Background: an optimization exercise with open tools, aiming at small area. Do not read the settings as production practice.
Function was checked by simulation only, so behaviour that the tests miss may differ from the original.
The flow treats the clock pin as an ideal source, which a real chip does not have.
No activity file was given, so power comes from the tool's default toggle rates.

==> flow/design.v <==
`timescale 1ns / 1ps
module key_filter (
    input  wire clk,
    input  wire rst_n,
    input  wire key_in,
    output wire key_pulse
);
    localparam [8:0] TERM      = 9'b110010110;
    localparam [8:0] TERM_MASK = 9'b101111011;
    reg key_sync_1, key_sync_2, key_state;
    reg [8:0] cnt;
    reg key_prev;
    wire differ = key_sync_2 ^ key_state;
    wire term   = (cnt & TERM_MASK) == (TERM & TERM_MASK);
    always @(posedge clk or negedge rst_n) begin
        if (!rst_n) begin
            key_sync_1 <= 1'b0;
            key_sync_2 <= 1'b0;
            key_state  <= 1'b0;
        end else begin
            key_sync_1 <= key_in;
            key_sync_2 <= key_sync_1;
            if (term) key_state <= key_sync_2;
        end
    end
    always @(posedge clk) begin
        cnt      <= (!differ || term) ? 9'd0 : {~cnt[7:0], cnt[6] ^ cnt[8]};
        key_prev <= key_state;
    end
    assign key_pulse = key_state & ~key_prev;
endmodule
`timescale 1ns / 1ps
module segment_driver (
    input  wire       clk,
    input  wire       rst_n,
    output reg  [2:0] scan_idx
);
    localparam [4:0] TERM      = 5'b11000;
    localparam [4:0] TERM_MASK = 5'b10011;
    reg [4:0] scan_cnt;
    wire scan_tick = (scan_cnt & TERM_MASK) == (TERM & TERM_MASK);
    always @(posedge clk or negedge rst_n) begin
        if (!rst_n) begin
            scan_cnt <= 5'd0;
            scan_idx <= 3'd0;
        end else begin
            scan_cnt <= scan_tick ? 5'd0 : {~scan_cnt[3:0], scan_cnt[1] ^ scan_cnt[4]};
            if (scan_tick) scan_idx <= scan_idx + 3'd1;
        end
    end
endmodule
`timescale 1ns / 1ps
module password_lock_top (
    input  wire clk,
    input  wire rst_n,
    input  wire [3:0] sw,
    input  wire btnc,
    input  wire btnu,
    input  wire btnl,
    input  wire btnr,
    output wire [7:0] an,
    output reg  [6:0] seg,
    output wire [4:0] led
);
    wire p_enter, p_confirm, p_back, p_admin;
    key_filter kf_enter (.clk(clk), .rst_n(rst_n), .key_in(btnc), .key_pulse(p_enter));
    key_filter kf_conf  (.clk(clk), .rst_n(rst_n), .key_in(btnu), .key_pulse(p_confirm));
    key_filter kf_back  (.clk(clk), .rst_n(rst_n), .key_in(btnl), .key_pulse(p_back));
    key_filter kf_adm   (.clk(clk), .rst_n(rst_n), .key_in(btnr), .key_pulse(p_admin));
    wire action = p_enter | p_confirm | p_back | p_admin;
    localparam [14:0] HZ_TERM      = 15'b000011111000110;
    localparam [14:0] HZ_TERM_MASK = 15'b101011111111011;
    reg [14:0] hz_cnt;
    wire tick = (hz_cnt & HZ_TERM_MASK) == (HZ_TERM & HZ_TERM_MASK);
    always @(posedge clk)
        hz_cnt <= (action | tick) ? 15'd0 : {~hz_cnt[13:0], hz_cnt[6] ^ hz_cnt[14]};
    localparam S_IDLE  = 3'd0,
               S_INPUT = 3'd1,
               S_OPEN  = 3'd2,
               S_ADMIN = 3'd3,
               S_ALARM = 3'd4,
               S_WEAK  = 3'd5;
    reg [2:0]  state;
    reg [2:0]  next_state;
    reg [23:0] pwd_buffer;
    reg [23:0] saved_pwd;
    reg [1:0]  err_cnt;
    reg [1:0]  sec_tens;
    reg [3:0]  sec_ones;
    wire st_idle  = state == S_IDLE;
    wire st_input = state == S_INPUT;
    wire st_open  = state[1] & ~state[0];
    wire st_admin = state[1] & state[0];
    wire st_alarm = state[2] & ~state[0];
    wire st_weak  = state[2] & state[0];
    reg [2:0] prev_state;
    assign led = {prev_state[2] & prev_state[0], prev_state[1] & prev_state[0],
                  prev_state[2] & ~prev_state[0], prev_state[1] & ~prev_state[0],
                  prev_state == S_INPUT};
    wire prev_idle = prev_state == S_IDLE;
    wire full     = ~(pwd_buffer[23] & pwd_buffer[22]);
    wire nonempty = ~(pwd_buffer[3] & pwd_buffer[2]);
    wire digit_ok = ~(sw[3] & (sw[2] | sw[1]));
    wire match    = pwd_buffer == saved_pwd;
    wire [3:0] bit_all1 = pwd_buffer[23:20] & pwd_buffer[19:16] & pwd_buffer[15:12] &
                          pwd_buffer[11:8] & pwd_buffer[7:4] & pwd_buffer[3:0];
    wire [3:0] bit_any1 = pwd_buffer[23:20] | pwd_buffer[19:16] | pwd_buffer[15:12] |
                          pwd_buffer[11:8] | pwd_buffer[7:4] | pwd_buffer[3:0];
    wire is_weak  = &(bit_all1 | ~bit_any1);
    wire timer_zero = (sec_tens == 2'd0) && (sec_ones == 4'd0);
    wire do_digit   = p_enter & ~full & digit_ok;
    wire do_back    = ~do_digit & p_back & nonempty;
    wire do_confirm = ~do_digit & ~do_back & p_confirm & full;
    wire edit     = st_input | st_admin;
    wire shift_in = edit & do_digit;
    wire shift_out = edit & do_back;
    wire wrong    = st_input & do_confirm & ~match;
    wire clear    = st_idle | st_alarm | (st_weak & p_confirm) | wrong;
    wire load30   = st_input & do_confirm & match;
    wire load15   = (st_idle & p_enter) | (st_input & (do_digit | do_back)) | wrong;
    always @(*) begin
        next_state = state;
        if (st_idle) begin
            if (p_enter) next_state = S_INPUT;
            else if (p_admin) next_state = S_ADMIN;
        end
        if (st_input) begin
            if (timer_zero) next_state = S_IDLE;
            else if (p_confirm) begin
                if (match && full) next_state = S_OPEN;
                else if (err_cnt == 2'd2) next_state = S_ALARM;
            end
            else if (p_admin) next_state = S_ADMIN;
        end
        if (st_open) begin
            if (timer_zero || p_confirm) next_state = S_IDLE;
        end
        if (st_alarm) begin
            if (p_admin) next_state = S_IDLE;
        end
        if (st_admin) begin
            if (p_confirm && full) next_state = is_weak ? S_WEAK : S_IDLE;
        end
        if (st_weak) begin
            if (p_confirm) next_state = S_ADMIN;
        end
    end
    always @(posedge clk or negedge rst_n) begin
        if (!rst_n) begin
            state      <= S_IDLE;
            prev_state <= S_IDLE;
            err_cnt   <= 2'd0;
            saved_pwd <= 24'h123456;
        end else begin
            state      <= next_state;
            prev_state <= state;
            if (load30 || (st_alarm && p_admin)) err_cnt <= 2'd0;
            else if (wrong) err_cnt <= err_cnt + 2'd1;
            if (st_admin && do_confirm && !is_weak) saved_pwd <= pwd_buffer;
        end
    end
    always @(posedge clk) begin
        if (clear) pwd_buffer <= 24'hFFFFFF;
        else if (shift_in) pwd_buffer <= {pwd_buffer[19:0], sw};
        else if (shift_out) pwd_buffer <= {4'hF, pwd_buffer[23:4]};
        if (load30) begin
            sec_tens <= 2'd3;
            sec_ones <= 4'd0;
        end else if (load15) begin
            sec_tens <= 2'd1;
            sec_ones <= 4'd5;
        end else if (tick) begin
            if (sec_ones == 4'd0) begin
                sec_ones <= 4'd9;
                sec_tens <= sec_tens - 2'd1;
            end else begin
                sec_ones <= sec_ones - 4'd1;
            end
        end
    end
    wire [2:0] scan_idx;
    segment_driver seg_inst (.clk(clk), .rst_n(rst_n), .scan_idx(scan_idx));
    wire show_timer = st_input | st_open;
    wire blank = prev_idle & ~(scan_idx[2] & scan_idx[1]);
    reg [3:0] digit;
    always @(*) begin
        case (scan_idx)
            3'd0: digit = pwd_buffer[3:0];
            3'd1: digit = pwd_buffer[7:4];
            3'd2: digit = pwd_buffer[11:8];
            3'd3: digit = pwd_buffer[15:12];
            3'd4: digit = pwd_buffer[19:16];
            3'd5: digit = pwd_buffer[23:20];
            3'd6: digit = show_timer ? sec_ones : 4'hF;
            default: digit = show_timer ? {2'b00, sec_tens} : 4'hF;
        endcase
    end
    wire [3:0] bcd = digit | {4{blank}};
    localparam [15:0] SEG_A = 16'hf012, SEG_B = 16'he060, SEG_C = 16'ha804,
                      SEG_D = 16'hf892, SEG_E = 16'hbaba, SEG_F = 16'h888e,
                      SEG_G = 16'h8083;
    always @(*) begin
        seg = {SEG_A[bcd], SEG_B[bcd], SEG_C[bcd], SEG_D[bcd],
               SEG_E[bcd], SEG_F[bcd], SEG_G[bcd]};
    end
    assign an = ~(8'b0000_0001 << scan_idx);
endmodule
==> flow/config.mk <==
export PLATFORM = sky130hd
export DESIGN_NAME = password_lock_top
export DESIGN_NICKNAME = password_lock_top
export VERILOG_FILES = /design/flow/design.v
export SDC_FILE = /design/flow/constraint.sdc
export NUM_CORES = 4
export LEC_CHECK = 0
export CAP_MARGIN = 20
export CORE_MARGIN = 2
export CORE_UTILIZATION = 40
export SLEW_MARGIN = 20
==> flow/constraint.sdc <==
create_clock -name core_clock -period 10.0 [get_ports {clk}]
set_input_delay 2.0000 -clock core_clock [delete_from_list [all_inputs] [get_ports {clk}]]
set_output_delay 2.0000 -clock core_clock [all_outputs]
set_load 0.01 [all_outputs]
standard.sh (not shown) runs the stock make flow with config.mk's settings and CLKGATE_MAP_FILE= SYNTH_SCRIPT=/design/flow/synth_recipe.tcl, a recipe that flattens the netlist after the stock synthesis.
==> flow/flow/run.sh <==
#!/bin/bash
# Standard ORFS layout with area recovery. The combinational logic of the
# standard synthesis netlist is re-mapped for area by ABC (flow/reopt.tcl:
# deep AIG optimisation, then repeated area mapping),
# the flip-flops kept as they are. Then, after floorplan and after
# placement every combinational cell is swapped for the smallest cell of the
# same function (the port buffers included), except that a cell driving
# more than 12 pins gets drive strength 4; the flow's own repair steps
# then size up what timing, slew or capacitance needs. Registers are left as
# synthesis made them. The clock tree is built of clkbuf_4 without dummy
# loads; leaf buffers whose flip-flops would see too slow a clock edge are
# then swapped for clkbuf_8.
set -euo pipefail
RES="$PWD/orfs/results/$FLOW_PLATFORM/password_lock_top/base"
bash standard.sh synth > std_1_synth.log 2>&1
cp "$RES/1_2_yosys.v" std_synth_netlist.v
IN=std_synth_netlist.v OUT=reopt_netlist.v DEEPSYN_T=60 \
  LIB="$FLOW_HOME/platforms/$FLOW_PLATFORM/lib/sky130_fd_sc_hd__tt_025C_1v80.lib" \
  yosys -c flow/reopt.tcl > reopt.log 2>&1
cp reopt_netlist.v "$RES/1_2_yosys.v"
bash standard.sh floorplan > std_1_floorplan.log 2>&1
ODB="$RES/2_floorplan.odb" openroad -no_init -exit flow/downsize.tcl > downsize_2_floorplan.log 2>&1
bash standard.sh place > std_2_place.log 2>&1
ODB="$RES/3_place.odb" openroad -no_init -exit flow/downsize.tcl > downsize_3_place.log 2>&1
bash standard.sh cts "CTS_ARGS=-sink_clustering_enable -repair_clock_nets -dont_use_dummy_load -buf_list sky130_fd_sc_hd__clkbuf_4" > std_3_cts.log 2>&1
ODB="$RES/4_cts.odb" SDC="$RES/4_cts.sdc" LIB="$FLOW_HOME/platforms/$FLOW_PLATFORM/lib/sky130_fd_sc_hd__tt_025C_1v80.lib" \
  openroad -no_init -exit flow/cts_fix.tcl > cts_fix_4_cts.log 2>&1
bash standard.sh finish > std_4_finish.log 2>&1
==> flow/flow/downsize.tcl <==
# Swap each combinational cell for the smallest library cell of the same
# function and pins. Reads and rewrites the database named by $ODB.
read_db $::env(ODB)
set db [ord::get_db]
set block [ord::get_db_block]
array set masters {}
foreach lib [$db getLibs] {
  foreach m [$lib getMasters] { set masters([$m getName]) $m }
}
set pre sky130_fd_sc_hd__
# families that are the same function as another, smaller family
array set alias {bufinv inv clkinv inv clkinvlp inv clkbuf buf clkdlybuf4s50 buf}
set saved 0.0
set n 0
foreach inst [$block getInsts] {
  set m [$inst getMaster]
  set name [$m getName]
  if {![regexp "^${pre}(.+)_(\\d+)\$" $name -> base size]} { continue }
  if {[regexp {^(df|sdf|edf|dl|tap|fill|decap|conb|diode|lpflow|probe)} $base]} { continue }
  set fam $base
  if {[info exists alias($base)]} { set fam $alias($base) }
  # a cell driving many pins keeps (or gets) a drive of 4, so that the
  # repair steps need no large buffer on its net
  set fanout 0
  foreach it [$inst getITerms] {
    if {[$it isOutputSignal] && [$it getNet] ne "NULL"} {
      set fanout [expr {[llength [[$it getNet] getITerms]] - 1}]
    }
  }
  if {$fanout > 12 && [info exists masters(${pre}${fam}_4)]} {
    set c $masters(${pre}${fam}_4)
    if {$c ne $m} {
      if {[$inst swapMaster $c]} { puts "fanout $fanout: [$inst getName] $name -> [$c getName]" }
    }
    continue
  }
  set best $m
  foreach cand [array names masters "${pre}${fam}_*"] {
    if {![regexp "^${pre}${fam}_\\d+\$" $cand]} { continue }
    set c $masters($cand)
    if {[$c getWidth] < [$best getWidth]} { set best $c }
  }
  if {$best ne $m} {
    set dw [expr {([$m getWidth] - [$best getWidth]) * [$m getHeight] / 1e6}]
    if {[$inst swapMaster $best]} {
      set saved [expr {$saved + $dw}]
      incr n
      puts "swap [$inst getName] $name -> [$best getName]"
    } else {
      puts "could not swap [$inst getName] $name -> [$best getName]"
    }
  }
}
puts "swapped $n cells, saved [format %.2f $saved] um2"
write_db $::env(ODB)
==> flow/flow/reopt.tcl <==
# Re-map the combinational logic of the standard synthesis netlist for area.
# The flip-flops stay exactly as synthesis made them (same instances, names
# and cell types): they are kept as boxes, so ABC only sees the logic between
# them. Reads $IN, writes $OUT (yosys -c).
yosys -import
set lib $::env(LIB)
read_liberty -wb -ignore_miss_func -ignore_miss_dir $lib
read_verilog $::env(IN)
hierarchy -check -top $::env(FLOW_TOP)
setattr -mod -set keep_hierarchy 1 =sky130_fd_sc_hd__df*
flatten -wb
# names of the flattened cells' inner wires are not kept
yosys rename -hide w:*.*
opt -full
# the platform's don't-use cells (lpflow and probe cells)
set du {}
set fh [open $lib r]
foreach {- c} [regexp -all -inline {cell\s*\(\s*"?(sky130_fd_sc_hd__(?:lpflow|probe)\w*)} [read $fh]] {
  lappend du -dont_use $c
}
close $fh
# deep AIG optimisation, then area mapping repeated until it settles
set remap "strash;dch,-f;amap,-F,20,-A,20;topo"
abc -liberty $lib {*}$du -script "+strash;&get,-n;&deepsyn,-T,$::env(DEEPSYN_T);&put;dch,-f;amap,-F,20,-A,20;topo;$remap;$remap;$remap;$remap"
opt_clean -purge
splitnets
opt_clean -purge
hilomap -singleton -hicell sky130_fd_sc_hd__conb_1 HI -locell sky130_fd_sc_hd__conb_1 LO
insbuf -buf sky130_fd_sc_hd__buf_1 A X
# left out here: hide names made inside functions
tee -o reopt_stat.log stat -liberty $lib
check
delete =sky130_fd_sc_hd__*
write_verilog -noattr -nohex -nodec $::env(OUT)
Other scripts of this flow, unchanged in this note and not shown: flow/flow/cts_fix.tcl
The first run ran to the end with no violations.
Change:
--- a/flow/flow/run.sh
+++ b/flow/flow/run.sh
@@ -1,6 +1,5 @@
 #!/bin/bash
 # Standard ORFS layout with area recovery. The combinational logic of the
-# standard synthesis netlist is re-mapped for area by ABC (flow/reopt.tcl:
-# deep AIG optimisation, then repeated area mapping),
+# standard synthesis netlist is re-mapped for area by ABC (flow/reopt.tcl),
 # the flip-flops kept as they are. Then, after floorplan and after
 # placement every combinational cell is swapped for the smallest cell of the
@@ -23,5 +22,5 @@
 bash standard.sh place > std_2_place.log 2>&1
 ODB="$RES/3_place.odb" openroad -no_init -exit flow/downsize.tcl > downsize_3_place.log 2>&1
-bash standard.sh cts "CTS_ARGS=-sink_clustering_enable -repair_clock_nets -dont_use_dummy_load -buf_list sky130_fd_sc_hd__clkbuf_4" > std_3_cts.log 2>&1
+bash standard.sh cts "CTS_ARGS=-sink_clustering_enable -sink_clustering_size 24 -sink_clustering_max_diameter 200 -sink_clustering_levels 1 -repair_clock_nets -dont_use_dummy_load -buf_list sky130_fd_sc_hd__clkbuf_8" > std_3_cts.log 2>&1
 ODB="$RES/4_cts.odb" SDC="$RES/4_cts.sdc" LIB="$FLOW_HOME/platforms/$FLOW_PLATFORM/lib/sky130_fd_sc_hd__tt_025C_1v80.lib" \
   openroad -no_init -exit flow/cts_fix.tcl > cts_fix_4_cts.log 2>&1
--- a/flow/flow/reopt.tcl
+++ b/flow/flow/reopt.tcl
@@ -20,7 +20,5 @@
 }
 close $fh
-# deep AIG optimisation, then area mapping repeated until it settles
-set remap "strash;dch,-f;amap,-F,20,-A,20;topo"
-abc -liberty $lib {*}$du -script "+strash;&get,-n;&deepsyn,-T,$::env(DEEPSYN_T);&put;dch,-f;amap,-F,20,-A,20;topo;$remap;$remap;$remap;$remap"
+abc -liberty $lib {*}$du -script "+strash;&get,-n;&deepsyn,-T,$::env(DEEPSYN_T);&put;dch,-f;amap,-F,20,-A,20;topo"
 opt_clean -purge
 splitnets
Clock-buffer cell count is unchanged.
Power goes up by 7.9%.
Maximum frequency goes down by 0.48%.
Routed wire length goes down by 3.3%.
Sequential power barely changes.
Non-clock buffer count stays the same.
Cell area goes up by 2.3%.
Core utilization goes up by 0.86 points.
Sequential share of layout area goes down by 1.2 points.
Change:
--- a/flow/flow/run.sh
+++ b/flow/flow/run.sh
@@ -4,6 +4,5 @@
 # the flip-flops kept as they are. Then, after floorplan and after
 # placement every combinational cell is swapped for the smallest cell of the
-# same function (the port buffers included), except that a cell driving
-# more than 12 pins gets drive strength 4; the flow's own repair steps
+# same function (the port buffers included); the flow's own repair steps
 # then size up what timing, slew or capacitance needs. Registers are left as
 # synthesis made them. The clock tree is built of clkbuf_4 without dummy
@@ -22,5 +21,5 @@
 bash standard.sh place > std_2_place.log 2>&1
 ODB="$RES/3_place.odb" openroad -no_init -exit flow/downsize.tcl > downsize_3_place.log 2>&1
-bash standard.sh cts "CTS_ARGS=-sink_clustering_enable -sink_clustering_size 24 -sink_clustering_max_diameter 200 -sink_clustering_levels 1 -repair_clock_nets -dont_use_dummy_load -buf_list sky130_fd_sc_hd__clkbuf_8" > std_3_cts.log 2>&1
+bash standard.sh cts "CTS_ARGS=-sink_clustering_enable -repair_clock_nets -dont_use_dummy_load -buf_list sky130_fd_sc_hd__clkbuf_4" > std_3_cts.log 2>&1
 ODB="$RES/4_cts.odb" SDC="$RES/4_cts.sdc" LIB="$FLOW_HOME/platforms/$FLOW_PLATFORM/lib/sky130_fd_sc_hd__tt_025C_1v80.lib" \
   openroad -no_init -exit flow/cts_fix.tcl > cts_fix_4_cts.log 2>&1
--- a/flow/flow/downsize.tcl
+++ b/flow/flow/downsize.tcl
@@ -20,19 +20,4 @@
   set fam $base
   if {[info exists alias($base)]} { set fam $alias($base) }
-  # a cell driving many pins keeps (or gets) a drive of 4, so that the
-  # repair steps need no large buffer on its net
-  set fanout 0
-  foreach it [$inst getITerms] {
-    if {[$it isOutputSignal] && [$it getNet] ne "NULL"} {
-      set fanout [expr {[llength [[$it getNet] getITerms]] - 1}]
-    }
-  }
-  if {$fanout > 12 && [info exists masters(${pre}${fam}_4)]} {
-    set c $masters(${pre}${fam}_4)
-    if {$c ne $m} {
-      if {[$inst swapMaster $c]} { puts "fanout $fanout: [$inst getName] $name -> [$c getName]" }
-    }
-    continue
-  }
   set best $m
   foreach cand [array names masters "${pre}${fam}_*"] {
--- a/flow/flow/reopt.tcl
+++ b/flow/flow/reopt.tcl
@@ -20,5 +20,5 @@
 }
 close $fh
-abc -liberty $lib {*}$du -script "+strash;&get,-n;&deepsyn,-T,$::env(DEEPSYN_T);&put;dch,-f;amap,-F,20,-A,20;topo"
+abc -liberty $lib {*}$du -script "+strash;&get,-n;&deepsyn,-T,$::env(DEEPSYN_T);&put;&get,-n;&dch,-f;&nf,-R,1000;&put"
 opt_clean -purge
 splitnets
Result:
- setup slack gains 260 ps
- critical path depth came out higher by 1
- cell area barely changes
- routed wire length came out lower by a few percent
- clock skew came out higher by 8.7 ps
- via count came out lower by a few percent
- combinational power came out lower by a few percent
- worst hold slack gains 28 ps
- clock-buffer cell count does not change

[static timing again, ports no longer ideal]
The results above use ideal ports. As a check the final layouts listed here were re-extracted and re-timed, cells and wires unchanged. Step 1, drivers: a clkbuf_16 drives clk and a buf_2 each remaining input, both assumed. Step 2 adds t to the input delays and takes it off the output delays; t is the mean of the earliest and latest rising clock arrival at the registers after step 1. Input paths then give back, and output paths get back, about the clock's delay inside the block. Three values: ideal ports, drivers, drivers and shift; two values: the first two.
run | shift t [ns] | slack for setup (ns) | worst setup path at the end | worst slew at a driven data input, ns | cell pins on the clock port's net
the first run | 0.433 | 4.558 / 4.521 / 4.954 | register to output | 0.05 | 1
the second run | 0.463 | 4.532 / 4.499 / 4.962 | register to output | 0.03 | 1
the third run | 0.428 | 4.795 / 4.759 / 5.187 | register to output | 0.03 | 1
After both steps every run listed still meets setup and hold.
